From an optimization exercise on the open Yosys and OpenROAD flow, aimed at small area; shortcuts taken in it are not production practice.
Only simulation tests tie the RTL to the original design; equivalence was not proved.
Power and IR drop assume default switching activity.

==> flow/design.v, too long to show whole: its modules and the start of the top module <==
// module butterfly: 72 lines
// module fa: 4 lines
// module ha: 4 lines
// module delay: 17 lines
// module MulComplex: 3547 lines
// module sdf4: 32 lines
// module FFT: 28 lines
module FFT #(parameter N = 64,
             parameter WIDTH = 16)
            (input clk,
             input rst,
             input enable_in,
             input signed [WIDTH-1:0] in_re,
             input signed [WIDTH-1:0] in_im,
             output enable_out,
             output signed [WIDTH-1:0] out_re,
             output signed [WIDTH-1:0] out_im);
  // ...
==> flow/run.sh <==
#!/bin/bash
# synth_recipe.tcl (not shown) runs the flow's synth.tcl, then flattens the netlist and writes it again
# the make line also repeats each setting of config.mk as NAME=value (left out here)
make -C /OpenROAD-flow-scripts/flow DESIGN_CONFIG=/design/flow/config.mk WORK_HOME=/design/flow/orfs CLKGATE_MAP_FILE= SYNTH_SCRIPT=/design/flow/synth_recipe.tcl finish
==> flow/config.mk <==
export PLATFORM = sky130hd
export DESIGN_NAME = FFT
export DESIGN_NICKNAME = FFT
export VERILOG_FILES = /design/flow/design.v
export SDC_FILE = /design/flow/constraint.sdc
export NUM_CORES = 4
export LEC_CHECK = 0
export CAP_MARGIN = 20
export CORE_MARGIN = 2
export CORE_UTILIZATION = 60
export CTS_BUF_LIST = sky130_fd_sc_hd__clkbuf_8
export CTS_CLUSTER_SIZE = 24
export SLEW_MARGIN = 20
==> flow/constraint.sdc <==
create_clock -name core_clock -period 10.0 [get_ports {clk}]
set_input_delay 2.0000 -clock core_clock [delete_from_list [all_inputs] [get_ports {clk}]]
set_output_delay 2.0000 -clock core_clock [all_outputs]
set_load 0.01 [all_outputs]
==> notes.md, run 1 <==
outcome=timing/DRC/antenna clean; Seq Cell Count=2442; Worst slew margin=between 20% and 30%; Die ar.=about 190000 um2; GRT Util Overall=a little over 30%; synthesized area per cell=11.1 um2; initial antenna violation count=8; Yosys top cell area share=44.5%; Worst setup EP type=register; Mapped Area=110000 um2; combinational logic power=a little over 800 uW; Final Hold Vio Count=0; area of the multi-input gates=between 50000 and 60000 um2; port bufs=67; clock-cell share of area=just under 6%; clk slew on worst S/H paths=0.06 ns; TritonCTS clock tree=done; Clock Root Buffer=clkbuf_8; minimum clock period=9.53 ns; Nets=11446; post_cts resized=0; Max power group=registers; Worst Hold Path Cells=0; CP max-delay cell=clkdlybuf4s50_1; first-pass GRT wire length=around 440000 um; Clk. pwr=7810 uW; Final Cell Area=between 100000 and 150000 um2; number of global-route vias before repair=roughly 74000; family with the most delay on the worst path=adder cells; largest registers=u_s1.u_bf1.u_delay.buffer: 1024 flops, u_s1.u_bf2.u_delay.buffer: 512 flops, u_s2.u_bf1.u_delay.buffer: 256 flops; Reg2Reg Setup Slack=0.71 ns; WL met2=between 100000 and 150000 um; drt pass-1 iters=7; synth top area cells=dfxtp_1 (44%), fa_1 (24%), inv_1 (5.2%); number of non-clock buffers=between 300 and 400; Final TNS setup=0 ns; sequential power share=around 54%; Mapped Cells=roughly 9900; largest net degree at the start of global routing=116; routed length per instance=approximately 22 um; P_seq=about 10000 uW; Final GP Congestion=between 0.9 and 1
==> inputs of run 2 (changes only) <==
--- a/flow/design.v
+++ b/flow/design.v
@@ -100,18 +100,18 @@
                    (input clk,
                     input rst,
                     input v_in,
                     input [5:0] cnt_in,
                     input [WIDTH-1:0] x_re,
                     input [WIDTH-1:0] x_im,
                     output reg v_out,
                     output reg [5:0] cnt_out,
-                    output reg [WIDTH-1:0] y_re,
-                    output reg [WIDTH-1:0] y_im);
+                    output [WIDTH-1:0] y_re,
+                    output [WIDTH-1:0] y_im);
     wire [15:0] re_s, im_s;
     generate if (S == 64) begin : g64
     wire [51:0] w;
     wire [63:0] e;
     genvar i;
     for (i = 0; i < 64; i = i + 1) begin : g_dec
         assign e[i] = (cnt_in[5:0] == i);
     end
@@ -3626,25 +3626,21 @@
     ha u_im_c13 (.a(im_12_0), .b(im_c12), .s(im_s[12]), .co(im_c13));
     wire im_c14;
     fa u_im_c14 (.a(im_13_0), .b(im_13_1), .c(im_c13), .s(im_s[13]), .co(im_c14));
     wire im_c15;
     ha u_im_c15 (.a(im_14_0), .b(im_c14), .s(im_s[14]), .co(im_c15));
     wire im_c16;
     fa u_im_c16 (.a(im_15_0), .b(im_15_1), .c(im_c15), .s(im_s[15]), .co(im_c16));
     end endgenerate
-    reg v1;
-    reg [5:0] c1;
+    assign y_re = re_s;
+    assign y_im = im_s;
     always @(posedge clk) begin
-        v1 <= v_in & ~rst;
-        c1 <= rst ? 6'd0 : cnt_in;
-        v_out <= v1 & ~rst;
-        cnt_out <= rst ? 6'd0 : c1;
-        y_re <= re_s;
-        y_im <= im_s;
+        v_out <= v_in & ~rst;
+        cnt_out <= rst ? 6'd0 : cnt_in;
     end
 endmodule
 module sdf4 #(parameter S = 64,
               parameter WIDTH = 16)
              (input clk,
               input rst,
               input v_in,
               input [5:0] cnt_in,
==> flow/config.mk (replaced) <==
export PLATFORM = sky130hd
export DESIGN_NAME = FFT
export DESIGN_NICKNAME = FFT
export VERILOG_FILES = /design/flow/design.v
export SDC_FILE = /design/flow/constraint.sdc
export NUM_CORES = 4
export LEC_CHECK = 0
export CAP_MARGIN = 20
export CORE_MARGIN = 2
export CORE_UTILIZATION = 60
export CTS_BUF_LIST = sky130_fd_sc_hd__clkbuf_8
export CTS_CLUSTER_DIAMETER = 60
export CTS_CLUSTER_SIZE = 16
export SLEW_MARGIN = 20
==> notes.md, run 2 <==
Die Span X=430 um; synth top area cells=dfxtp_1 (44%), fa_1 (24%), inv_1 (4.7%); predominant post-synthesis flop cell=dfxtp_1; Final Cell Area=115000 um2 (-4.4%); placed cell area=around 110000 um2; area of the multi-input gates=53400 um2 (+1.5%); Final GP Congestion=0.982 (+2.8%); final wirelength=between 200000 and 300000 um; FF+latch area=between 40000 and 50000 um2; GR Overflow Total=0; Worst setup EP type=register; drt pass-1 iters=6 (-1); routed length per instance=23.3 um (+3.9%); RSZ-0062 raised after global routing=false; largest registers=u_s1.u_bf1.u_delay.buffer: 1024 flops, u_s1.u_bf2.u_delay.buffer: 512 flops, u_s2.u_bf1.u_delay.buffer: 256 flops; Final Hold Vio Count=0 (unchanged); Clock Skew=a little under 0.08 ns; Final TNS setup=0 ns (unchanged); Post-Synth Simple-Gate Area=roughly 5.4%; GRT Util Overall=30.7% (-0.16 points); Initial Utilization=slightly above 60%; Reg2Reg Setup Slack=0.72 ns (about the same); Nets=11007 (-3.8%); Worst slew margin=20.2% (-0.89 points); Die ar.=185000 um2 (-1.0%); via count=between 60000 and 70000; Worst Hold Path Cells=0 (unchanged); Synth Area in Compound Gates=between 10% and 20%; CTS Buffer Depth=3; hold wc startpoint=u_s1.u_bf2.u_delay.buffer[4][15]$_DFF_P_; number of global-route vias before repair=71277 (-3.8%); max_cap viols=0; actual slew at the worst max-slew pin=between 1 and 1.5 ns; cts bufs inserted=approximately 180; FF-to-FF path depth=37; Clk Latency, worst-skew pair=around 1.0 ns; Gate power share=under 10%; FF-to-FF End=u_s1.g_mul.u_mul.g64.im_2_0$_DFF_P_; Worst Path Buf+Inv=3; Worst setup SP type=primary input; CP max-delay cell=fa_1; clk slew on worst S/H paths=0.09 ns (+0.03 ns); family with the most delay on the worst path=adder cells; net switching power figure=~3600 uW; asr flop ratio synth=0%; Worst EP arrival=between 10 and 15 ns; largest net degree at the start of global routing=121 (+4.3%); pwr dens=approximately 140 nW/um2; sequential power share=63.4% (+9.2 points); clock network power share=a little under a third; DRC viols=0; CP Cell Sequence=clkdlybuf4s50_1 -> inv_1 -> fa_1 -> fa_1 -> fa_1 -> fa_1 -> fa_1 -> fa_1 -> fa_1 -> fa_1 -> fa_1 -> fa_1 -> fa_1 -> fa_1 -> fa_1 -> fa_1 -> inv_1 -> fa_1 -> fa_1 -> xor2_1 -> nand3_1 -> o21ai_0 -> a22oi_1; Post-synth top cells=dfxtp_1 (2364), inv_1 (1368), fa_1 (1308); Initial DRC Count=between 6000 and 7000; first-pass GRT wire length=429000 um (-1.9%); outcome=timing/DRC/antenna clean; core footprint=between 150000 and 200000 um2; reg2reg start=u_s1.u_bf2.cnt_out[0]$_SDFF_PN0_; Yosys reg bits=~2400; count leader, synth=dfxtp_1; Peak VDD IR=0.181 mV; final hold slack=roughly 0.27 ns; Final setup viols=0; Int Pwr=roughly 12000 uW; total power=approximately 16000 uW; minimum clock period=9.36 ns (-0.168 ns); most common cell after layout, fill and taps aside=dfxtp_1; Mapped Area=109000 um2 (-1.1%); critical path type=primary input to register; highest-count cells in the layout ignoring fill and taps=dfxtp_1 (2351), inv_1 (1375), fa_1 (1308), xnor2_1 (562), nand2_1 (498); Mapped Cells=9678 (-2.6%); port bufs=67 (unchanged); max FFs per register=between 1000 and 1500; synth warn=21; hpwl dp=between 200000 and 250000 um; initial antenna violation count=12 (+4); synthesized area per cell=11.2 um2 (+1.6%); Die Ht=between 400 and 500 um; final period utilization=between 90% and 100%; TritonCTS clock tree=done; crit path max fanout=3; post_cts resized=0 (unchanged); layout cell share with drive strength beyond 1=~8.6%; most area-hungry cell type in the Yosys netlist=dfxtp_1; Largest Register=u_s1.u_bf1.u_delay.buffer; register area share after synthesis=a little over two fifths; Sw Ratio=between 20% and 30%; row cnt=approximately 160; worst hold endpoint=u_s1.u_bf2.u_delay.buffer[5][15]$_DFF_P_; max incr delay on CP=0.59 ns; Util after Layout=roughly 64%; Synth cell types=108; Static Leak=between 0.04 and 0.05 uW; XOR/XNOR Fraction of Synth Area=under 10%; synthesis-to-finish area growth=5.91%; Yosys top cell area share=43.5% (-0.96 points); Max Clock Freq=roughly 0.11 GHz; Post-synth EDFFs=0; Required @ worst endpoint=roughly 11 ns; Critical Path Most Common Cell=fa_1; Clock Root Buffer=clkbuf_8; Vias/cell=5.68; mux share of post-synthesis cell area=2.47%; io pins=68; fillcell total=14336; largest family of logic cells by synthesized area=adder cells; synthesized-area fraction occupied by adder cells=about 25%; clock sink count=~2400; Hold Path Class=register to register; H-tree level count=4; Post-CTS Hold Buffers=0; post-route ant nets=0; Final Max Tran Viols=0; Post-CTS Setup Inserts=0; Synth Net Count=between 10000 and 15000
[run 2: cell types whose count changed in the layout (fill, tap and decap cells not counted), moves of 61 or more]
| cell | delta |
|---|---|
| a21oi_1 | -113 |
| clkbuf_8 | -255 |
| dfxtp_1 | -71 |
| inv_1 | -268 |
| mux2_2 | +84 |
| nand2_1 | +61 |
| nor2_1 | -97 |
[run 2: cell type report]
type,instances,area share (%)
flip-flops and latches,2364,41.1
diodes,2,0.00434
clock buffers,186,2.22
inverters,1382,4.50
multi-input cells,5265,46.4
clock inverters,53,0.615
well taps,2370,2.57
repair buffers,372,2.61
[run 2: cells by family (layout without fill, tap and decap cells)]
family / Yosys count / in the layout
flip-flops: 2364 / 2364
buffers and inverters: 2049 / 1993
AO/OA/AOI/OAI: 1636 / 1636
adder cells (fa/ha/maj): 1406 / 1406
AND/OR/NAND/NOR: 1248 / 1248
XOR/XNOR: 719 / 719
multiplexers: 256 / 256
other: 0 / 2
[run 2: how the worst max path moves through the flow]
stage,cells past startpoint,slack [ns],startpoint,end
3_3_place_gp,23,-0.41,in_im[1],u_s1.u_bf1.u_delay.buffer[0][31]$_DFF_P_
5_1_grt,37,0.23,u_s1.u_bf2.cnt_out[0]$_SDFF_PN0_,u_s1.g_mul.u_mul.g64.im_2_0$_DFF_P_
2_1_floorplan,22,0.48,in_im[1],u_s1.u_bf1.u_delay.buffer[0][31]$_DFF_P_
4_1_cts,23,0.69,in_re[1],u_s1.u_bf1.u_delay.buffer[0][31]$_DFF_P_
3_5_place_dp,23,-0.47,in_re[1],u_s1.u_bf1.u_delay.buffer[0][31]$_DFF_P_
6_report,23,0.64,in_re[1],u_s1.u_bf1.u_delay.buffer[0][31]$_DFF_P_
[run 2: power groups by stage]
stage          Clock, uW  Sequential [uW]  Combinational [uW]
2_1_floorplan          0            10000                 547
3_3_place_gp           0            10100                 805
3_5_place_dp           0            10100                 828
4_1_cts             5070             9900                 833
5_1_grt             5400             9930                 942
6_report            4880             9890                 831
[run 2: per-stage QoR]
step	setup WS (ns)	cells
after floorplan	0.483	9678
after global placement	-0.412	11753
after detailed placement	-0.467	11753
after CTS	0.694	11992
after global routing	0.226	11994
final	0.639	11994
[run 2: metal layers]
| layer | routed length [um] | global-route usage [%] | vias to the layer above |
|---|---|---|---|
| met1 | 112000 | 40.4 | 33709 |
| met4 | 16100 | 15.7 | 12 |
| met3 | 24900 | 6.96 | 885 |
| li1 | - | - | 30305 |
| met5 | 79 | 0 | - |
| met2 | 127000 | 47.9 | 3163 |
==> inputs of run 3 (changes only) <==
--- a/flow/config.mk
+++ b/flow/config.mk
@@ -7,2 +7,3 @@
 export LEC_CHECK = 0
+export ABC_AREA = 1
 export CAP_MARGIN = 20
==> notes.md, run 3 <==
outcome=timing/DRC/antenna clean; Final GP Congestion=1.03 (+5.3%); Final Worst Setup Slack=0.585 ns (-0.0538 ns); Peak VDD IR=0.202 mV (+12%); predominant post-synthesis flop cell=dfxtp_1; register area share after synthesis=45.1% (+1.6 points); CTS Buffer Depth=3 (unchanged); Yosys top cell area share=45.1% (+1.6 points); Reg2Reg Setup Slack=0.58 ns (-0.14 ns); hold wc startpoint=u_s1.u_bf1.u_delay.buffer[21][24]$_DFF_P_; post-route insts no fill=12314 (+2.7%); Post-CTS Hold Buffers=0 (unchanged); critical path launch point=u_s1.u_bf2.cnt_out[0]$_SDFF_PN0_; critical path type=register to register; highest-count cells in the layout ignoring fill and taps=dfxtp_1 (2360), inv_1 (1626), fa_1 (1308), nand2_1 (1180), xor2_1 (746); fillcell total=13974 (-2.5%); Post-synth top cells=dfxtp_1 (2364), inv_1 (1627), fa_1 (1308); number of global-route vias before repair=71183 (-0.13%); Worst EP arrival=10.24 ns (+0.02 ns); synth warn=21 (unchanged); most common cell after layout, fill and taps aside=dfxtp_1; Die Ht=422 um (-1.8%); TritonCTS clock tree=done; family with the most delay on the worst path=adder cells; synthesis-to-finish area growth=6.60%; Die ar.=178000 um2 (-3.5%); area of the multi-input gates=49600 um2 (-7.1%); Final setup viols=0 (unchanged); cts bufs inserted=177 (-2.2%); Worst setup EP type=register; Vias/cell=5.55 (-2.3%); Final Max Tran Viols=0 (unchanged); asr flop ratio synth=0% (unchanged); GR Overflow Total=0 (unchanged); Clock Skew=0.0636 ns (-0.0137 ns); Worst Path Buf+Inv=13 (+10); max FFs per register=1024 (unchanged); Mapped Cells=9866 (+1.9%); Worst slew margin=8.85% (-11 points); final period utilization=94.2% (+0.54 points); Initial DRC Count=7404 (+17%); row cnt=153 (-1.9%); DP Worst Slack=-0.282 ns (+0.184 ns); largest net degree at the start of global routing=90 (-26%); Required @ worst endpoint=10.83 ns (-0.03 ns); io pins=68 (unchanged); Mapped Area=105000 um2 (-3.5%); post_cts resized=0 (unchanged); total power=15700 uW (+0.59%); Clock Root Buffer=clkbuf_8; Synth Net Count=11307 (+1.7%); Nets=11374 (+3.3%); layout cell share with drive strength beyond 1=5.85% (-2.7 points); synthesized area per cell=10.6 um2 (-5.4%); Worst setup SP type=register; clk slew on worst S/H paths=0.09 ns (about the same); hpwl dp=220000 um (+9.7%); drt pass-1 iters=10 (+4); max incr delay on CP=0.47 ns (-0.12 ns); routed length per instance=23.8 um (+2.1%); most area-hungry cell type in the Yosys netlist=dfxtp_1; dpl cells=12076 (+2.7%); pwr dens=140 nW/um2 (+3.6%); reg2reg start=u_s1.u_bf2.cnt_out[0]$_SDFF_PN0_; Critical Path Most Common Cell=fa_1; minimum clock period=9.42 ns (+0.0538 ns); final wirelength=293000 um (+4.8%); Max Clock Freq=0.106 GHz (-0.57%); Clk Latency, worst-skew pair=0.99 ns (-0.03 ns); core footprint=174000 um2 (-3.6%); largest registers=u_s1.u_bf1.u_delay.buffer: 1024 flops, u_s1.u_bf2.u_delay.buffer: 512 flops, u_s2.u_bf1.u_delay.buffer: 256 flops; Final Cell Area=112000 um2 (-2.9%); port bufs=67 (unchanged); final hold slack=0.280 ns (+0.00581 ns); H-tree level count=4 (unchanged); CP max-delay cell=fa_1; Yosys reg bits=2364 (unchanged); Final Hold Vio Count=0 (unchanged); Post-synth EDFFs=0 (unchanged); Synth cell types=54 (-50%); FF+latch area=47300 um2 (about the same); crit path max fanout=10 (+7); synth top area cells=dfxtp_1 (45%), fa_1 (25%), xor2_1 (6.2%); GRT Util Overall=33.2% (+2.5 points); post-route ant nets=0 (unchanged); Static Leak=0.0513 uW (+9.5%); Largest Register=u_s1.u_bf1.u_delay.buffer; RSZ-0062 raised after global routing=false; Hold Path Class=register to register; initial antenna violation count=8 (-4); count leader, synth=dfxtp_1; placed cell area=109000 um2 (-2.9%); Die Span X=422 um (-1.8%); via count=68308 (+0.34%); first-pass GRT wire length=441000 um (+2.7%); actual slew at the worst max-slew pin=1.37 ns (+0.168 ns); clock sink count=2364 (unchanged); DRC viols=0 (unchanged); Initial Utilization=60.4% (about the same); max_cap viols=0 (unchanged)
run 3: final timing paths:
| kind | endpoint | cells past startpoint |
|---|---|---|
| setup / recovery | u_s1.g_mul.u_mul.g64.im_2_0$_DFF_P_ | 41 |
| hold / removal | u_s1.u_bf1.u_delay.buffer[22][24]$_DFF_P_ | 0 |
| setup reg to reg | u_s1.g_mul.u_mul.g64.im_2_0$_DFF_P_ | 41 |
| hold reg to reg | u_s1.u_bf1.u_delay.buffer[22][24]$_DFF_P_ | 0 |
run 3: cell type report:
| class | instances | area share (%) |
|---|---|---|
| Multi-Input combinational cell | 5402 | 44.4 |
| Sequential cell | 2364 | 42.3 |
| Inverter | 1688 | 5.67 |
| Tap cell | 2325 | 2.60 |
| Clock buffer | 182 | 2.24 |
| Timing Repair Buffer | 300 | 2.20 |
| Clock inverter | 44 | 0.563 |
| Antenna cell | 9 | 0.0201 |
run 3: where the power goes:
group / switching, uW / internal [uW] / total (uW)
combinational: 614 / 401 / 1020
sequential: 151 / 9800 / 9950
clock: 2950 / 1770 / 4720
run 3: per-stage QoR:
stage               setup TNS, ns  util (%)
global placement           -0.627      62.5
detailed placement         -0.790      62.5
finish                          0      64.3
floorplan                       0         -
global route                    0      64.3
CTS                             0      64.3
run 3: cells by family (layout without fill, tap and decap cells):
kind of cell | after synthesis | count (layout) | share of synthesized area (%)
AND/OR/NAND/NOR | 1977 | 1977 | 7.69
flip-flops | 2364 | 2364 | 45.1
buffers and inverters | 2100 | 2214 | 7.70
other | 0 | 9 | 0
adder cells (fa/ha/maj) | 1406 | 1406 | 26.1
AO/OA/AOI/OAI | 1208 | 1208 | 6.61
XOR/XNOR | 809 | 809 | 6.75
multiplexers | 2 | 2 | 0.0215
run 3: worst reg2reg max path: cells and delay by family, from the launching register on:
kind,cells,cell delay (ns)
compound gates,3,0.51
xor+xnor,1,0.20
fa+ha+maj,16,5.30
flops,1,0.38
buf+inv,13,1.14
simple gates,8,1.72
run 3: layer usage:
| layer | up-vias | share of wire [%] | wire (um) | GRT usage (%) |
|---|---|---|---|---|
| li1 | 30006 | - | - | - |
| met1 | 33263 | 39 | 113000 | 43.2 |
| met2 | 3868 | 44 | 128000 | 50.6 |
| met3 | 1169 | 11 | 32600 | 9.95 |
| met4 | 2 | 6.4 | 18700 | 17.0 |
| met5 | - | 0.0044 | 13 | 0 |
run 3: what timing repair did:
action                                 CTS  global route
setup endpoints to repair                0             1
setup buffers                            0             2
endpoints found under the hold margin    0             0
==> inputs of run 4 (changes only) <==
--- a/flow/config.mk
+++ b/flow/config.mk
@@ -7,3 +7,2 @@
 export LEC_CHECK = 0
-export ABC_AREA = 1
 export CAP_MARGIN = 20
@@ -15 +14,3 @@
 export SLEW_MARGIN = 20
+export SYNTH_HIERARCHICAL = 1
+export SYNTH_MINIMUM_KEEP_SIZE = 0
==> notes.md, run 4 <==
outcome=timing/DRC/antenna clean; Initial Utilization=60.4% (about the same); drt pass-1 iters=9 (-1); max_cap viols=0 (unchanged); hpwl dp=229000 um (+4.4%); RSZ-0062 raised after global routing=false; Mapped Cells=9373 (-5.0%); CP Cell Sequence=buf_4 -> or2_1 -> nor2_1 -> a221oi_1 -> o22a_1 -> a21oi_1 -> fa_1 -> fa_1 -> fa_1 -> fa_1 -> fa_1 -> fa_1 -> fa_1 -> fa_1 -> fa_1 -> fa_1 -> fa_1 -> fa_1 -> fa_1 -> nand4_1 -> or4_1 -> a211oi_1 -> buf_4 -> fa_1; row cnt=157 (+2.6%); family with the most delay on the worst path=adder cells; Post-CTS Hold Buffers=0 (unchanged); max FFs per register=1024 (unchanged); minimum clock period=9.67 ns (+0.251 ns); number of global-route vias before repair=73435 (+3.2%); via count=72527 (+6.2%); Die Ht=433 um (+2.6%); final hold slack=0.304 ns (+0.0236 ns); Yosys top cell area share=42.8% (-2.3 points); pwr dens=133 nW/um2 (-5.2%); largest net degree at the start of global routing=100 (+11%); most area-hungry cell type in the Yosys netlist=dfxtp_1; most common cell after layout, fill and taps aside=dfxtp_1; GRT Util Overall=34.1% (+0.84 points); largest registers=u_s1.u_bf1.u_delay.buffer: 1024 flops, u_s1.u_bf2.u_delay.buffer: 512 flops, u_s2.u_bf1.u_delay.buffer: 256 flops; Worst slew margin=19.2% (+10 points); Yosys reg bits=2364 (unchanged); Post-synth EDFFs=0 (unchanged); io pins=68 (unchanged); DP Worst Slack=0.0527 ns (+0.335 ns); Worst setup SP type=register; Hold Path Class=register to register; initial antenna violation count=16 (+8); clock sink count=2364 (unchanged); Nets=10579 (-7.0%); Clk Latency, worst-skew pair=1.01 ns (+0.02 ns); actual slew at the worst max-slew pin=1.21 ns (-0.153 ns); Vias/cell=6.23 (+12%); Largest Register=u_s1.u_bf1.u_delay.buffer; placed cell area=113000 um2 (+3.9%); critical path type=register to register; synth warn=27 (+29%); core footprint=183000 um2 (+5.3%); fillcell total=14296 (+2.3%); max incr delay on CP=0.69 ns (+0.22 ns); H-tree level count=4 (unchanged); Synth cell types=103 (+91%); final period utilization=96.7% (+2.5 points); Clock Skew=0.0521 ns (-0.0115 ns); final wirelength=317000 um (+8.5%); clk slew on worst S/H paths=0.09 ns (about the same); dpl cells=11409 (-5.5%); TritonCTS clock tree=done; Die Span X=433 um (+2.6%); routed length per instance=27.2 um (+15%); Mapped Area=111000 um2 (+5.4%); Post-synth top cells=dfxtp_1 (2364), fa_1 (1328), o21ai_0 (496); layout cell share with drive strength beyond 1=10.2% (+4.3 points); Max Clock Freq=0.103 GHz (-2.6%); Worst setup EP type=register; Final GP Congestion=1.02 (-1.8%); highest-count cells in the layout ignoring fill and taps=dfxtp_1 (2333), fa_1 (1328), o21ai_0 (495), xnor2_1 (484), nand2_1 (463); count leader, synth=dfxtp_1; cts bufs inserted=180 (+1.7%); synth top area cells=dfxtp_1 (43%), fa_1 (24%), xnor2_1 (3.8%); post-route ant nets=0 (unchanged); synthesized area per cell=11.8 um2 (+11%); asr flop ratio synth=0% (unchanged); predominant post-synthesis flop cell=dfxtp_1; register area share after synthesis=42.8% (-2.3 points); post_cts resized=0 (unchanged); Critical Path Most Common Cell=fa_1; Final Worst Setup Slack=0.334 ns (-0.251 ns); CTS Buffer Depth=3 (unchanged); synthesis-to-finish area growth=4.99%; port bufs=67 (unchanged); Final Max Tran Viols=0 (unchanged); Worst Path Buf+Inv=2 (-11); DRC viols=0 (unchanged); Die ar.=188000 um2 (+5.3%); GR Overflow Total=0 (unchanged); Static Leak=0.0463 uW (-9.8%); Worst EP arrival=10.54 ns (+0.30 ns); post-route insts no fill=11646 (-5.4%); first-pass GRT wire length=475000 um (+7.8%); Synth Net Count=10824 (-4.3%); Post-CTS Setup Inserts=0 (unchanged); Final setup viols=0 (unchanged); Initial DRC Count=8541 (+15%); Final Hold Vio Count=0 (unchanged); Final Cell Area=116000 um2 (+3.8%); Clock Root Buffer=clkbuf_8; Peak VDD IR=0.184 mV (-9.0%); crit path max fanout=18 (+8); CP max-delay cell=dfxtp_2; Required @ worst endpoint=10.87 ns (+0.04 ns); Final TNS setup=0 ns (unchanged)
## run 4: changes by cell type in the layout (fill, tap and decap cells not counted), sizes merged, moves of 201 or more
cell,before,now
a21oi,89,374
a22oi,29,484
inv,1695,390
mux2,2,203
nand2,1191,468
xnor2,63,485
xor2,746,135
## run 4: metal layers
metal	part of all wire, %	global-route usage [%]	up-vias
li1	-	-	31133
met1	40	46.3	36387
met2	44	50.7	3983
met3	9.3	7.77	1020
met4	6.4	18.6	4
met5	0.0063	0	-
## run 4: stage by stage
stage / utilization, % / power (uW)
finish: 63.4 / 15400
global route: 63.4 / 16000
floorplan: - / 10600
detailed placement: 61.7 / 10900
global placement: 61.7 / 10900
CTS: 63.4 / 15600
## run 4: final timing paths
| kind | from | to | slack (ns) | cells after the start |
|---|---|---|---|---|
| max reg2reg | u_s1.u_bf2.cnt_out[3]$_SDFF_PP0_ | u_s1.g_mul.u_mul.g64.re_0_0$_DFF_P_ | 0.33 | 24 |
| max | u_s1.u_bf2.cnt_out[3]$_SDFF_PP0_ | u_s1.g_mul.u_mul.g64.re_0_0$_DFF_P_ | 0.33 | 24 |
| min | u_s1.u_bf1.u_delay.buffer[11][2]$_DFF_P_ | u_s1.u_bf1.u_delay.buffer[12][2]$_DFF_P_ | 0.30 | 0 |
| min reg2reg | u_s1.u_bf1.u_delay.buffer[11][2]$_DFF_P_ | u_s1.u_bf1.u_delay.buffer[12][2]$_DFF_P_ | 0.30 | 0 |
## run 4: power breakdown
group / total [uW] / switching, uW / leakage (uW) / internal (uW)
clock network: 4750 / 2990 / 0.00160 / 1760
registers: 9920 / 156 / 0.0197 / 9770
logic: 757 / 437 / 0.0250 / 320
## run 4: area by class of cell
class	instances	area, um2	share of cell area, %
inverters	364	1370	1.18
repair buffers	385	3190	2.74
well taps	2464	3080	2.66
multi-input cells	5833	57900	49.9
clock inverters	42	563	0.485
flip-flops and latches	2364	47400	40.8
diodes	11	27.5	0.0237
clock buffers	183	2520	2.17
## run 4: worst reg2reg max path, cell delays in order, from the launching register on
cell and delay [ns]:
dfxtp_2 0.69, buf_4 0.36, or2_1 0.37, nor2_1 0.08
a221oi_1 0.44, o22a_1 0.63, a21oi_1 0.25, fa_1 0.47
fa_1 0.40, fa_1 0.39, fa_1 0.41, fa_1 0.39
fa_1 0.38, fa_1 0.39, fa_1 0.39, fa_1 0.39
fa_1 0.40, fa_1 0.39, fa_1 0.39, fa_1 0.48
nand4_1 0.10, or4_1 0.49, a211oi_1 0.23, buf_4 0.19
fa_1 0.43
## run 4: logic make-up (layout without fill, tap and decap cells)
group                      count (synthesis)  count (layout)  share of synthesized area [%]
and+or+nand+nor                         1247            1247                           5.28
DFF                                     2364            2364                           42.8
AOI/OAI and AO/OA                       2204            2204                           13.6
buffers and inverters                   1176             974                           4.94
xor gates and xnor gates                 620             620                           4.93
other                                      0              11                              0
adders and majority gates               1417            1417                           25.1
muxes                                    345             345                           3.35
## run 4: per-module statistics from Yosys (local to each module, per instance), excerpt
module	copies in the design	cells	flip-flops and latches	area, um2
ha	36	1	0	12.5
fa	1328	1	0	20.0
FFT	1	23	6	223
==> inputs of run 5 (changes only) <==
--- a/flow/config.mk
+++ b/flow/config.mk
@@ -7,3 +7,4 @@
 export LEC_CHECK = 0
-export CAP_MARGIN = 20
+export ABC_AREA = 1
+export CAP_MARGIN = 5
 export CORE_MARGIN = 2
@@ -13,4 +14,2 @@
 export CTS_CLUSTER_SIZE = 16
-export SLEW_MARGIN = 20
-export SYNTH_HIERARCHICAL = 1
-export SYNTH_MINIMUM_KEEP_SIZE = 0
+export SLEW_MARGIN = 5
==> notes.md, run 5 <==
Post-synth EDFFs=0 (unchanged); pwr dens=140 nW/um2 (+5.6%); hpwl dp=220000 um (-4.2%); largest registers=u_s1.u_bf1.u_delay.buffer: 1024 flops, u_s1.u_bf2.u_delay.buffer: 512 flops, u_s2.u_bf1.u_delay.buffer: 256 flops; Hold Path Class=register to register; io pins=68 (unchanged); synthesized area per cell=10.6 um2 (-9.8%); minimum clock period=9.38 ns (-0.287 ns); Die Ht=422 um (-2.6%); clk slew on worst S/H paths=0.09 ns (about the same); Nets=11374 (+7.5%); Synth Net Count=11307 (+4.5%); highest-count cells in the layout ignoring fill and taps=dfxtp_1 (2361), inv_1 (1629), fa_1 (1308), nand2_1 (1181), xor2_1 (746); Initial DRC Count=7382 (-14%); final period utilization=93.8% (-2.9 points); synthesis-to-finish area growth=6.54%; Final setup viols=0 (unchanged); Worst EP arrival=10.22 ns (-0.32 ns); GRT Util Overall=33.2% (-0.87 points); critical path type=register to register; CP max-delay cell=fa_1; hold wc startpoint=u_s1.u_bf2.u_delay.buffer[14][24]$_DFF_P_; DRC viols=0 (unchanged); layout cell share with drive strength beyond 1=5.80% (-4.3 points); Critical Path Most Common Cell=fa_1; Mapped Area=105000 um2 (-5.1%); Final GP Congestion=1.03 (+1.8%); Post-synth top cells=dfxtp_1 (2364), inv_1 (1627), fa_1 (1308); cts bufs inserted=178 (-1.1%); max_cap viols=0 (unchanged); max incr delay on CP=0.47 ns (-0.22 ns); Mapped Cells=9866 (+5.3%); post-route ant nets=0 (unchanged); Largest Register=u_s1.u_bf1.u_delay.buffer; FF-to-FF End=u_s1.g_mul.u_mul.g64.im_2_0$_DFF_P_; Static Leak=0.0513 uW (+11%); predominant post-synthesis flop cell=dfxtp_1; GR Overflow Total=0 (unchanged); clock sink count=2364 (unchanged); most area-hungry cell type in the Yosys netlist=dfxtp_1; Synth cell types=54 (-48%); final hold slack=0.283 ns (-0.0203 ns); via count=68297 (-5.8%); FF-to-FF path depth=41 (+71%); Peak VDD IR=0.208 mV (+13%); actual slew at the worst max-slew pin=1.40 ns (+0.189 ns); Util after Layout=64.3% (+0.91 points); RSZ-0062 raised after global routing=false; Worst slew margin=6.47% (-13 points); count leader, synth=dfxtp_1; Max Clock Freq=0.107 GHz (+3.1%); Yosys top cell area share=45.1% (+2.3 points); synth warn=21 (-22%); outcome=timing/DRC/antenna clean; Die ar.=178000 um2 (-5.0%); crit path max fanout=10 (-8); Final Max Tran Viols=0 (unchanged); max FFs per register=1024 (unchanged); Yosys reg bits=2364 (unchanged); Worst Hold Path Cells=0 (unchanged); number of global-route vias before repair=71136 (-3.1%); TritonCTS clock tree=done; H-tree level count=4 (unchanged); Required @ worst endpoint=10.84 ns (-0.03 ns); row cnt=153 (-2.5%); Worst setup EP type=register; reg2reg start=u_s1.u_bf2.cnt_out[0]$_SDFF_PN0_; final wirelength=292000 um (-7.8%); initial antenna violation count=8 (-8); Clock Root Buffer=clkbuf_8; Reg2Reg Setup Slack=0.62 ns (+0.29 ns); largest net degree at the start of global routing=90 (-10%); asr flop ratio synth=0% (unchanged); Vias/cell=5.55 (-11%); Final Hold Vio Count=0 (unchanged); routed length per instance=23.8 um (-13%); first-pass GRT wire length=441000 um (-7.2%); core footprint=174000 um2 (-5.1%); Clk Latency, worst-skew pair=1.00 ns (about the same); most common cell after layout, fill and taps aside=dfxtp_1; drt pass-1 iters=9 (unchanged); Clock Skew=0.0696 ns (+0.0175 ns); synth top area cells=dfxtp_1 (45%), fa_1 (25%), xor2_1 (6.2%); port bufs=67 (unchanged); Die Span X=422 um (-2.6%); register area share after synthesis=45.1% (+2.3 points); Initial Utilization=60.4% (about the same); worst hold endpoint=u_s1.u_bf2.u_delay.buffer[15][24]$_DFF_P_; CTS Buffer Depth=3 (unchanged); Worst setup SP type=register
## run 5: worst max-delay path by stage
stage / startpoint / endpoint / slack, ns / depth (start not counted)
2_1_floorplan: in_im[1] / u_s1.u_bf1.u_delay.buffer[0][31]$_DFF_P_ / 0.56 / 22
3_3_place_gp: in_im[1] / u_s1.u_bf1.u_delay.buffer[0][31]$_DFF_P_ / -0.27 / 23
3_5_place_dp: in_im[1] / u_s1.u_bf1.u_delay.buffer[0][31]$_DFF_P_ / -0.29 / 23
4_1_cts: u_s1.u_bf2.cnt_out[1]$_SDFF_PN0_ / u_s1.g_mul.u_mul.g64.im_2_0$_DFF_P_ / 0.47 / 39
5_1_grt: u_s1.u_bf2.cnt_out[3]$_SDFF_PN0_ / u_s1.g_mul.u_mul.g64.im_2_0$_DFF_P_ / 0.11 / 42
6_report: u_s1.u_bf2.cnt_out[0]$_SDFF_PN0_ / u_s1.g_mul.u_mul.g64.im_2_0$_DFF_P_ / 0.62 / 41
## run 5: power by group
group | internal (uW) | total [uW] | switching [uW]
clock | 1770 | 4730 | 2960
sequential | 9800 | 9950 | 151
combinational | 403 | 1020 | 615
## run 5: cells by family after synthesis
family / Yosys count / share of synthesized area [%]
and+or+nand+nor: 1977 / 7.69
adders and majority gates: 1406 / 26.1
AOI/OAI and AO/OA: 1208 / 6.61
DFF: 2364 / 45.1
muxes: 2 / 0.0215
buffers and inverters: 2100 / 7.70
xor gates and xnor gates: 809 / 6.75
## run 5: per-layer routing
| metal | up-vias | track usage, % | share of wire, % | wire, um |
|---|---|---|---|---|
| met5 | - | 0.296 | 0.033 | 96 |
| met4 | 9 | 16.5 | 6.2 | 18300 |
| met3 | 1135 | 9.88 | 11 | 32500 |
| met2 | 3859 | 50.7 | 44 | 129000 |
| met1 | 33284 | 43.2 | 39 | 113000 |
| li1 | 30010 | - | - | - |
## run 5: metrics by stage
step                TNS, ns  setup slack (ns)  area (um2)  instances  power (uW)
CTS                       0             0.470      112000      12303       15900
global route              0             0.112      112000      12308       16400
detailed placement   -0.845            -0.292      109000      12076       11200
global placement     -0.627            -0.270      109000      12076       11100
floorplan                 0             0.562      105000       9866       10700
finish                    0             0.621      112000      12312       15700
## run 5: timing repair
action	4_1_cts	5_1_grt
buffers inserted	0	1
setup endpoints to repair	0	1
hold buffers	0	0
resized for setup	0	0
## run 5: layout make-up
type	count	area (um2)
Fill cell	14017	62000
Multi-Input combinational cell	5402	49600
Sequential cell	2364	47300
Inverter	1688	6340
Tap cell	2325	2910
Clock buffer	181	2490
Timing Repair Buffer	299	2460
Clock inverter	46	592
Antenna cell	7	17.5
## run 5: worst max-delay path: cells and delay by family (launching register included)
kind,cells,cell delay [ns]
adders and majority gates,16,5.31
and+or+nand+nor,8,1.66
buffers and inverters,13,1.16
AOI/OAI and AO/OA,3,0.51
DFF,1,0.38
xor gates and xnor gates,1,0.20
==> inputs of run 6 (changes only) <==
==> flow/flow/run.sh (new file) <==
#!/bin/bash
# Standard layout, with one netlist clean-up between synthesis and floorplan:
# flow/fixpol.py flips the polarity of full-adder cells where that removes
# inverters between chained adders (FA(~a,~b,~c) = ~FA(a,b,c)); registers and
# the function are unchanged. Each tool's output goes to a log file here.
set -euo pipefail
R=orfs/results/${FLOW_PLATFORM}/FFT/base
bash standard.sh synth > synth.log 2>&1
python3 flow/fixpol.py "$R/1_2_yosys.v" "$R/1_2_yosys_pol.v" > fixpol.log 2>&1
cp "$R/1_2_yosys.v" "$R/1_2_yosys_std.v"
mv "$R/1_2_yosys_pol.v" "$R/1_2_yosys.v"
rm -f "$R/1_synth.odb" "$R/1_synth.sdc"
bash standard.sh finish > layout.log 2>&1
==> flow/flow/fixpol.py (new file) <==
#!/usr/bin/env python3
"""Remove inverters between full adders in a Yosys gate netlist.

A full adder with all three inputs complemented gives both outputs
complemented: FA(~a,~b,~c) = (~co, ~s). For each fa cell, flipping it
(taking the complements of its inputs and producing the complements of its
outputs) is done when it lowers the inverter count. Only sky130 fa and inv
cells are touched; the function of the netlist is unchanged.
Usage: fixpol.py in.v out.v (a few greedy rounds over all fa cells)
"""
import re, sys, collections

INV = "sky130_fd_sc_hd__inv_1"
src = open(sys.argv[1]).read()

cell_re = re.compile(r'^(\s*)(sky130_fd_sc_hd__\w+)\s+(\S+)\s*\((.*?)\);\n', re.S | re.M)
pin_re = re.compile(r'\.(\w+)\(([^()]*)\)')
OUTP = {"X", "Y", "Q", "Q_N", "SUM", "COUT", "HI", "LO", "GCLK"}

cells = {}      # name -> [type, {pin: net}]
order = []
for m in cell_re.finditer(src):
    typ, name, body = m.group(2), m.group(3), m.group(4)
    pins = {p: n.strip() for p, n in pin_re.findall(body)}
    cells[name] = [typ, pins]
    order.append(name)

# nets used outside cells (assign statements, ports) count as fixed loads
rest = cell_re.sub("", src)
ext = collections.Counter()
for line in rest.split("\n"):
    s = line.strip()
    if s.startswith("assign"):
        for tok in re.findall(r'\\\S+(?:\s*\[\d+\])?|[A-Za-z_][\w$]*(?:\s*\[\d+\])?', s[6:]):
            ext[re.sub(r'\s+', ' ', tok).strip()] += 1
    elif s.startswith("output") or s.startswith("input"):
        pass

def norm(n):
    return re.sub(r'\s+', ' ', n).strip()
def emit(n):
    return n + " " if n.startswith("\\") else n

drv = {}
loads = collections.defaultdict(set)   # net -> set of (cell, pin)
def rebuild():
    drv.clear(); loads.clear()
    for nm, (t, pins) in cells.items():
        for p, n in pins.items():
            n = norm(n)
            if p in OUTP: drv[n] = (nm, p)
            else: loads[n].add((nm, p))
rebuild()

def is_inv(nm): return cells[nm][0] == INV
def inv_out_of(net):
    """an existing inverter driven by net, or None"""
    for (c, p) in loads.get(net, ()):
        if is_inv(c): return c
    return None
def ext_use(net):
    return ext.get(net, 0) > 0 or net.split(" [")[0] in ports

ports = set()
for m in re.finditer(r'^\s*(?:input|output)\s+(?:\[[^\]]*\]\s*)?([^;]+);', src, re.M):
    for nm in m.group(1).split(","):
        ports.add(nm.strip())

newid = [0]
def fresh():
    newid[0] += 1
    return "_pol%d_" % newid[0]
new_wires = []

def gain(fa):
    t, pins = cells[fa]
    g = 0
    for p in ("A", "B", "CIN"):
        n = norm(pins[p])
        d = drv.get(n)
        if d and is_inv(d[0]):
            # the inverter goes away if this is its only load and the net is not used elsewhere
            iv_out = n
            if len(loads[iv_out]) == 1 and not ext_use(iv_out): g += 1
        else:
            if inv_out_of(n) is None: g -= 1
    for p in ("SUM", "COUT"):
        n = norm(pins[p])
        ls = loads[n]
        invs = [c for c, q in ls if is_inv(c)]
        others = [c for c, q in ls if not is_inv(c)]
        g += len(invs)
        if others or ext_use(n): g -= 1
    return g

def flip(fa):
    t, pins = cells[fa]
    for p in ("A", "B", "CIN"):
        n = norm(pins[p])
        d = drv.get(n)
        if d and is_inv(d[0]):
            src_net = norm(cells[d[0]][1]["A"])
            pins[p] = src_net
            loads[n].discard((fa, p)); loads[src_net].add((fa, p))
            if not loads[n] and not ext_use(n):
                del cells[d[0]]; loads[src_net].discard((d[0], "A")); del drv[n]
        else:
            iv = inv_out_of(n)
            if iv is None:
                w = fresh(); new_wires.append(w)
                iv = fresh().replace("_pol", "_polinv")
                cells[iv] = [INV, {"A": n, "Y": w}]
                loads[n].add((iv, "A")); drv[w] = (iv, "Y")
            w = norm(cells[iv][1]["Y"])
            pins[p] = w
            loads[n].discard((fa, p)); loads[w].add((fa, p))
    for p in ("SUM", "COUT"):
        n = norm(pins[p])
        w = fresh(); new_wires.append(w)       # new net: complement of n
        pins[p] = w; drv[w] = (fa, p); del drv[n]
        ls = list(loads[n])
        keep_n = False
        for (c, q) in ls:
            if is_inv(c):
                # inverter n -> m: m equals w now; move m's loads onto w
                m = norm(cells[c][1]["Y"])
                if ext_use(m):
                    # m is used outside cells: keep a buffer-free path by making this
                    # inverter drive n from w instead
                    keep_n = True
                    continue
                for (c2, q2) in list(loads[m]):
                    cells[c2][1][q2] = w; loads[w].add((c2, q2))
                del loads[m]; del drv[m]
                del cells[c]
                loads[n].discard((c, q))
            else:
                keep_n = True
        if keep_n or ext_use(n):
            # n is still needed: an inverter from w
            iv = fresh().replace("_pol", "_polinv")
            cells[iv] = [INV, {"A": w, "Y": n}]
            drv[n] = (iv, "Y"); loads[w].add((iv, "A"))
            # inverters that used to load n and were kept (ext use) still load n
        else:
            if n in loads and not loads[n]: del loads[n]

def count_inv(): return sum(1 for c in cells.values() if c[0] == INV)
rounds = 0
before = count_inv()
for rnd in range(12):
    rounds += 1
    moved = 0
    fas = [c for c in list(cells) if cells.get(c, [None])[0] == "sky130_fd_sc_hd__fa_1"]
    if rnd % 2 == 1:
        fas.reverse()
    for fa in fas:
        if fa in cells:
            g = gain(fa)
            if g > 0 or (g == 0 and rnd < 8 and rnd % 2 == 0):
                flip(fa); moved += 1
    sys.stderr.write("round %d: %d flips, %d inverters\n" % (rnd, moved, count_inv()))
after = count_inv()
sys.stderr.write("inverters %d -> %d in %d rounds\n" % (before, after, rounds))

# write back
out = []
pos = 0
emitted = set()
ms = list(cell_re.finditer(src))
for m in ms:
    out.append(src[pos:m.start()])
    pos = m.end()
    nm = m.group(3)
    if nm in cells:
        t, pins = cells[nm]
        out.append("%s%s %s (\n%s\n%s);\n" % (m.group(1), t, nm, ",\n".join("%s  .%s(%s)" % (m.group(1), p, emit(n)) for p, n in pins.items()), m.group(1)))
        emitted.add(nm)
tail = src[pos:]
extra = []
decl = "".join("  wire %s;\n" % w for w in new_wires)
out[0] = out[0] + decl
for nm, (t, pins) in cells.items():
    if nm not in emitted:
        extra.append("  %s %s (\n%s\n  );\n" % (t, nm, ",\n".join("    .%s(%s)" % (p, emit(n)) for p, n in pins.items())))
i = tail.rindex("endmodule")
tail = tail[:i] + "".join(extra) + tail[i:]
open(sys.argv[2], "w").write("".join(out) + tail)
==> flow/standard.sh (new file) <==
#!/bin/bash
# synth_recipe.tcl (not shown) runs the flow's synth.tcl, then flattens the netlist and writes it again
# the make line also repeats each setting of config.mk as NAME=value (left out here)
make -C /OpenROAD-flow-scripts/flow DESIGN_CONFIG=/design/flow/config.mk WORK_HOME=/design/flow/orfs CLKGATE_MAP_FILE= SYNTH_SCRIPT=/design/flow/synth_recipe.tcl "${@:-finish}"
removed: flow/run.sh
==> notes.md, run 6 <==
outcome=timing/DRC/antenna clean; clock network power share=30.1% (about the same); Clock Skew=0.115 ns (+0.0455 ns); Die Span X=418 um (-1.1%); Post-CTS Hold Buffers=0 (unchanged); Required @ worst endpoint=10.86 ns (+0.02 ns); via count=65772 (-3.7%); Hold Path Class=register to register; Int Pwr=12000 uW (about the same); Largest Register=u_s1.u_bf1.u_delay.buffer; synthesized area per cell=11.1 um2 (+4.2%); max FFs per register=1024 (unchanged); minimum clock period=9.57 ns (+0.192 ns); FF-to-FF End=u_s1.g_mul.u_mul.g64.im_2_0$_DFF_P_; row cnt=151 (-1.3%); fillcell total=13171 (-6.0%); Clock Root Buffer=clkbuf_8; Max Clock Freq=0.104 GHz (-2.0%); reg2reg start=u_s1.u_bf2.cnt_out[0]$_SDFF_PN0_; final period utilization=95.7% (+1.9 points); Initial DRC Count=6670 (-9.6%); TritonCTS clock tree=done; Die ar.=174000 um2 (-2.1%); Die Ht=418 um (-1.1%); Gate power share=6.4% (about the same); critical path launch point=u_s1.u_bf2.cnt_out[0]$_SDFF_PN0_; Critical Path Most Common Cell=fa_1; io pins=68 (unchanged); Sw Ratio=23.7% (-0.085 points); routed length per instance=25.2 um (+6.3%); critical path type=register to register; Static Leak=0.0465 uW (-9.4%); highest-count cells in the layout ignoring fill and taps=dfxtp_1 (2359), fa_1 (1308), nand2_1 (1179), inv_1 (1025), xor2_1 (746); Worst setup SP type=register; synth warn=21 (unchanged); max incr delay on CP=0.51 ns (+0.04 ns); sequential power share=63.5% (about the same); crit path max fanout=8 (-2); GRT Util Overall=34.1% (+0.96 points); FF-to-FF path depth=39 (-4.9%); drt pass-1 iters=8 (-1); Worst setup EP type=register; Reg2Reg Setup Slack=0.43 ns (-0.19 ns); grt met3 use=9.36% (-0.52 points); most common cell after layout, fill and taps aside=dfxtp_1; Clk Latency, worst-skew pair=1.01 ns (about the same); Mapped Area=103000 um2 (-2.1%); cts bufs inserted=178 (unchanged); post-route ant nets=0 (unchanged); Worst Hold Path Cells=0 (unchanged); Worst slew margin=15.6% (+9.1 points); final wirelength=293000 um (+0.14%); layout cell share with drive strength beyond 1=6.27% (+0.47 points); Synth Net Count=10708 (-5.3%); largest net degree at the start of global routing=92 (+2.2%); Mapped Cells=9267 (-6.1%); port bufs=67 (unchanged); CP endpoint=u_s1.g_mul.u_mul.g64.im_2_0$_DFF_P_; pwr dens=143 nW/um2 (+2.1%); clock sink count=2364 (unchanged); RSZ-0062 raised after global routing=false; number of global-route vias before repair=69629 (-2.1%); GR Layer Usage met2=52.7% (+2.0 points); H-tree level count=4 (unchanged); Post-CTS Setup Inserts=0 (unchanged); synthesis-to-finish area growth=6.61% (about the same); GR Overflow Total=0 (unchanged); met1 usage=43.2% (about the same); largest registers=u_s1.u_bf1.u_delay.buffer: 1024 flops, u_s1.u_bf2.u_delay.buffer: 512 flops, u_s2.u_bf1.u_delay.buffer: 256 flops; Final TNS setup=0 ns (unchanged); actual slew at the worst max-slew pin=1.26 ns (-0.138 ns); net switching power figure=3710 uW (-0.38%); clk slew on worst S/H paths=0.09 ns (about the same); Worst EP arrival=10.43 ns (+0.21 ns); Final Hold Vio Count=0 (unchanged); Final GP Congestion=1.06 (+2.0%); Vias/cell=5.67 (+2.2%); core footprint=170000 um2 (-2.4%); Initial Utilization=60.5% (+0.16 points); CTS Buffer Depth=3 (unchanged); CP max-delay cell=fa_1; Nets=10778 (-5.2%); Peak VDD IR=0.240 mV (+15%); initial antenna violation count=7 (-1); Most Crowded Layer GR=met2; hpwl dp=222000 um (+1.2%); DRC viols=0 (unchanged); Util after Layout=64.5% (+0.21 points); first-pass GRT wire length=437000 um (-0.88%); Final Max Tran Viols=0 (unchanged); Final setup viols=0 (unchanged); max_cap viols=0 (unchanged)
==> run 6: cell types whose count changed in the layout (fill, tap and decap cells not counted), sizes merged <==
cell	change
buf	+3
clkinv	+3
inv	-609
clkinvlp	+1
diode	-3
==> run 6: metal layers <==
layer | vias to the layer above | wire [um] | part of all wire (%)
li1 | 28806 | - | -
met1 | 32286 | 111000 | 38
met2 | 3564 | 131000 | 45
met3 | 1108 | 28700 | 9.8
met4 | 8 | 21100 | 7.2
met5 | - | 219 | 0.075
==> run 6: critical path: cells and delay by family, from the launching register on <==
kind	cells	cell delay [ns]
buffers and inverters	10	0.84
DFF	1	0.40
AOI/OAI and AO/OA	3	0.43
adders and majority gates	16	5.65
xor gates and xnor gates	1	0.20
and+or+nand+nor	9	1.96
==> run 6: timing repair <==
| item | CTS | global route |
|---|---|---|
| setup endpoints to repair | 0 | 1 |
| hold endpoints to repair | 0 | 0 |
| gates resized for setup | 0 | 5 |
==> run 6: how the worst min path moves through the flow <==
stage	from	endpoint	slack [ns]
2_1_floorplan	u_s1.u_bf1.u_delay.buffer[9][0]$_DFF_P_	u_s1.u_bf1.u_delay.buffer[10][0]$_DFF_P_	0.31
3_3_place_gp	u_s1.u_bf1.u_delay.buffer[6][18]$_DFF_P_	u_s1.u_bf1.u_delay.buffer[7][18]$_DFF_P_	0.31
3_5_place_dp	u_s1.u_bf1.u_delay.buffer[11][30]$_DFF_P_	u_s1.u_bf1.u_delay.buffer[12][30]$_DFF_P_	0.31
4_1_cts	u_s1.u_bf1.u_delay.buffer[9][26]$_DFF_P_	u_s1.u_bf1.u_delay.buffer[10][26]$_DFF_P_	0.24
5_1_grt	u_s1.u_bf1.u_delay.buffer[7][15]$_DFF_P_	u_s1.u_bf1.u_delay.buffer[8][15]$_DFF_P_	0.26
6_report	u_s1.u_bf1.u_delay.buffer[7][15]$_DFF_P_	u_s1.u_bf1.u_delay.buffer[8][15]$_DFF_P_	0.24
==> run 6: stage by stage <==
step / worst slack [ns] / cell area (um2) / std cells / power [uW] / hold slack (ns)
6_report: 0.430 / 109000 / 11600 / 15700 / 0.239
5_1_grt: 0.000889 / 109000 / 11598 / 16400 / 0.256
4_1_cts: 0.494 / 109000 / 11596 / 15900 / 0.240
3_5_place_dp: -0.321 / 106000 / 11375 / 11200 / 0.312
3_3_place_gp: -0.311 / 106000 / 11375 / 11100 / 0.309
2_1_floorplan: 0.544 / 103000 / 9267 / 10700 / 0.310
==> run 6: power groups by stage <==
stage / Clock [uW] / Sequential (uW) / Combinational (uW)
floorplan: 0 / 10100 / 637
global placement: 0 / 10200 / 958
detailed placement: 0 / 10200 / 992
CTS: 4890 / 9970 / 999
global route: 5220 / 10000 / 1140
finish: 4730 / 9960 / 1000
==> run 6: cell type report <==
class | instances | area [um2] | area share (%)
multi-input cells | 5402 | 49700 | 45.4
flip-flops and latches | 2364 | 47300 | 43.2
inverters | 1089 | 4090 | 3.74
well taps | 2218 | 2780 | 2.54
clock buffers | 181 | 2490 | 2.28
repair buffers | 302 | 2470 | 2.26
clock inverters | 40 | 628 | 0.574
diodes | 4 | 10.0 | 0.00914
==> inputs of run 7 (changes only) <==
==> flow/flow/run.sh (replaced) <==
#!/bin/bash
# Standard layout, with two changes:
# - between synthesis and floorplan, flow/fixpol.py flips the polarity of
#   full-adder cells where that removes inverters between chained adders
#   (FA(~a,~b,~c) = ~FA(a,b,c)); registers and the function are unchanged;
# - every port still gets a buffer, but the smallest one (buf_1).
# Each tool's output goes to a log file here.
set -euo pipefail
R=orfs/results/${FLOW_PLATFORM}/FFT/base
bash standard.sh synth > synth.log 2>&1
python3 flow/fixpol.py "$R/1_2_yosys.v" "$R/1_2_yosys_pol.v" > fixpol.log 2>&1
cp "$R/1_2_yosys.v" "$R/1_2_yosys_std.v"
mv "$R/1_2_yosys_pol.v" "$R/1_2_yosys.v"
rm -f "$R/1_synth.odb" "$R/1_synth.sdc"
BUFFER_PORTS_ARGS="-buffer_cell sky130_fd_sc_hd__buf_1" bash standard.sh finish > layout.log 2>&1
==> notes.md, run 7 <==
family with the most delay on the worst path=adder cells; Vias/cell=5.68 (about the same); via count=65919 (+0.22%); placed cell area=106000 um2 (-0.43%); routed length per instance=25.4 um (+0.74%); area of the multi-input gates=49700 um2 (about the same); sequential power share=63.3% (-0.2 points); CTS Buffer Depth=3 (unchanged); Final Cell Area=109000 um2 (-0.33%); Gate power share=6.2% (-0.2 points); fillcell total=13208 (+0.28%); clock sink count=2364 (unchanged); Worst slew margin=17.8% (+2.3 points); Required @ worst endpoint=10.91 ns (+0.05 ns); initial antenna violation count=12 (+5); Worst setup EP type=register; Final Hold Vio Count=0 (unchanged); clock network power share=30.5% (+0.4 points); Util after Layout=64.3% (-0.21 points); Static Leak=0.0463 uW (-0.38%); max FFs per register=1024 (unchanged); Critical Path Most Common Cell=fa_1; core footprint=170000 um2 (unchanged); Synth Net Count=10708 (unchanged); Int Pwr=12000 uW (about the same); Clock Skew=0.0899 ns (-0.0252 ns); io pins=68 (unchanged); Final Max Tran Viols=0 (unchanged); GR Overflow Total=0 (unchanged); Die Ht=418 um (unchanged); clk slew on worst S/H paths=0.09 ns (about the same); RSZ-0062 raised after global routing=false; Final TNS setup=0 ns (unchanged); H-tree level count=4 (unchanged); largest net degree at the start of global routing=92 (unchanged); Sw Ratio=23.9% (+0.21 points); row cnt=151 (unchanged); Initial Utilization=60.5% (unchanged); FF+latch area=47300 um2 (about the same); Clock Root Buffer=clkbuf_8; highest-count cells in the layout ignoring fill and taps=dfxtp_1 (2361), fa_1 (1308), nand2_1 (1180), inv_1 (1026), xor2_1 (746); first-pass GRT wire length=441000 um (+0.95%); Worst setup SP type=register; critical path type=register to register; actual slew at the worst max-slew pin=1.23 ns (-0.0323 ns); Max Clock Freq=0.106 GHz (+1.0%); synth warn=21 (unchanged); Mapped Cells=9267 (unchanged); port bufs=67 (unchanged); Final setup viols=0 (unchanged); crit path max fanout=16 (+8); minimum clock period=9.47 ns (-0.0968 ns); Final Worst Setup Slack=0.526 ns (+0.0968 ns); max incr delay on CP=0.59 ns (+0.08 ns); Final GP Congestion=1.07 (+1.4%); TritonCTS clock tree=done; Initial DRC Count=6869 (+3.0%); DRC viols=0 (unchanged); outcome=timing/DRC/antenna clean; hpwl dp=224000 um (+0.82%); Largest Register=u_s1.u_bf1.u_delay.buffer; max_cap viols=0 (unchanged); Die ar.=174000 um2 (unchanged); number of global-route vias before repair=69923 (+0.42%); drt pass-1 iters=8 (unchanged); Hold Path Class=register to register; Nets=10776 (-0.019%); layout cell share with drive strength beyond 1=6.21% (-0.065 points); GRT Util Overall=34.4% (+0.32 points); Worst EP arrival=10.38 ns (-0.05 ns); Post-CTS Hold Buffers=0 (unchanged); final period utilization=94.7% (-0.97 points); synthesized area per cell=11.1 um2 (unchanged); CP max-delay cell=dfxtp_1; net switching power figure=3760 uW (+1.2%); pwr dens=144 nW/um2 (+0.59%); Die Span X=418 um (unchanged); most common cell after layout, fill and taps aside=dfxtp_1; cts bufs inserted=178 (unchanged); Worst Path Buf+Inv=12 (+2); synthesis-to-finish area growth=6.25%; post-route insts no fill=11615 (+0.13%); DP Worst Slack=0.00303 ns (+0.324 ns); largest registers=u_s1.u_bf1.u_delay.buffer: 1024 flops, u_s1.u_bf2.u_delay.buffer: 512 flops, u_s2.u_bf1.u_delay.buffer: 256 flops; dpl cells=11373 (-0.018%); Peak VDD IR=0.225 mV (-5.9%); final wirelength=295000 um (+0.87%); Mapped Area=103000 um2 (unchanged); Clk Latency, worst-skew pair=0.99 ns (-0.02 ns); post-route ant nets=0 (unchanged)
-- run 7: metrics by stage --
step | hold WS [ns] | power [uW]
2_1_floorplan | 0.310 | 10700
3_3_place_gp | 0.310 | 11100
3_5_place_dp | 0.312 | 11100
4_1_cts | 0.242 | 15900
5_1_grt | 0.258 | 16400
6_report | 0.252 | 15700
-- run 7: final timing paths --
path / to / slack (ns) / cells past startpoint / startpoint
worst max-delay path: u_s1.g_mul.u_mul.g64.im_2_0$_DFF_P_ / 0.53 / 40 / u_s1.u_bf2.cnt_out[4]$_SDFF_PN0_
worst min-delay path: u_s1.u_bf1.u_delay.buffer[18][15]$_DFF_P_ / 0.25 / 0 / u_s1.u_bf1.u_delay.buffer[17][15]$_DFF_P_
worst max register to register: u_s1.g_mul.u_mul.g64.im_2_0$_DFF_P_ / 0.53 / 40 / u_s1.u_bf2.cnt_out[4]$_SDFF_PN0_
worst min register to register: u_s1.u_bf1.u_delay.buffer[18][15]$_DFF_P_ / 0.25 / 0 / u_s1.u_bf1.u_delay.buffer[17][15]$_DFF_P_
-- run 7: metal layers --
layer / vias to the layer above / part of all wire [%] / track usage, %
li1: 28813 / - / -
met1: 32413 / 38 / 43.0
met2: 3507 / 45 / 53.3
met3: 1180 / 9.6 / 9.61
met4: 6 / 7.7 / 21.3
met5: - / 0.093 / 0.972
-- run 7: power by group through the flow --
| stage | logic (uW) | registers [uW] | clock network [uW] |
|---|---|---|---|
| after CTS | 964 | 9970 | 4950 |
| after detailed placement | 961 | 10200 | 0 |
| after global placement | 917 | 10200 | 0 |
| after global routing | 1090 | 10000 | 5280 |
| final | 973 | 9960 | 4800 |
| after floorplan | 637 | 10100 | 0 |
-- run 7: what timing repair did --
action,4_1_cts,5_1_grt
setup endpoints to repair,0,1
resized for setup,0,3
buffers inserted,0,0
-- run 7: final cells by class --
cell class	count	share of cell area (%)
Timing Repair Buffer	300	1.85
Sequential cell	2364	43.4
Antenna cell	18	0.0413
Clock inverter	42	0.624
Tap cell	2218	2.54
Multi-Input combinational cell	5402	45.5
Inverter	1089	3.75
Clock buffer	182	2.30

## re-timing with driven ports
The flow's constraints put no driver on any port. The routed layouts listed below were extracted and timed again, unchanged, in two steps.
Step 1 sets driving cells, clkbuf_16 on the clock port and buf_2 on the other inputs (assumed; they add their load-dependent delay and slew).
Step 2 adds t to the input delays and takes it off the output delays; t is the mean of the earliest and latest rising clock arrival at the registers after step 1. Input paths then give back, and output paths get back, about the clock's delay inside the block.
Three values: ideal, step 1, step 2; two values: the first two.
run	t (ns)	slack for setup (ns)	hold slack, ns	latest minus earliest clock arrival (ns)	cell pins on the clock port's net
run 1	1.099	0.470 / 0.521 / -0.578	0.255 / 0.255 / 0.255	0.165 / 0.166	1
run 2	1.075	0.639 / 0.696 / -0.380	0.274 / 0.274 / 0.274	0.101 / 0.101	1
run 3	1.042	0.585 / 0.585 / -0.185	0.280 / 0.280 / 0.280	0.071 / 0.070	1
run 4	1.069	0.334 / 0.334 / 0.117	0.304 / 0.304 / 0.304	0.057 / 0.057	1
run 5	1.043	0.621 / 0.621 / -0.180	0.283 / 0.283 / 0.283	0.077 / 0.077	1
run 6	1.028	0.430 / 0.430 / -0.237	0.239 / 0.239 / 0.239	0.132 / 0.132	1
run 7	1.035	0.526 / 0.526 / 0.077	0.252 / 0.252 / 0.252	0.122 / 0.122	1
With both steps, setup timing fails in 5 of these runs, where it was met with ideal ports. The setup slack of run 1, which loses most, moves by +0.051 ns with the drivers and by -1.048 ns with both steps.
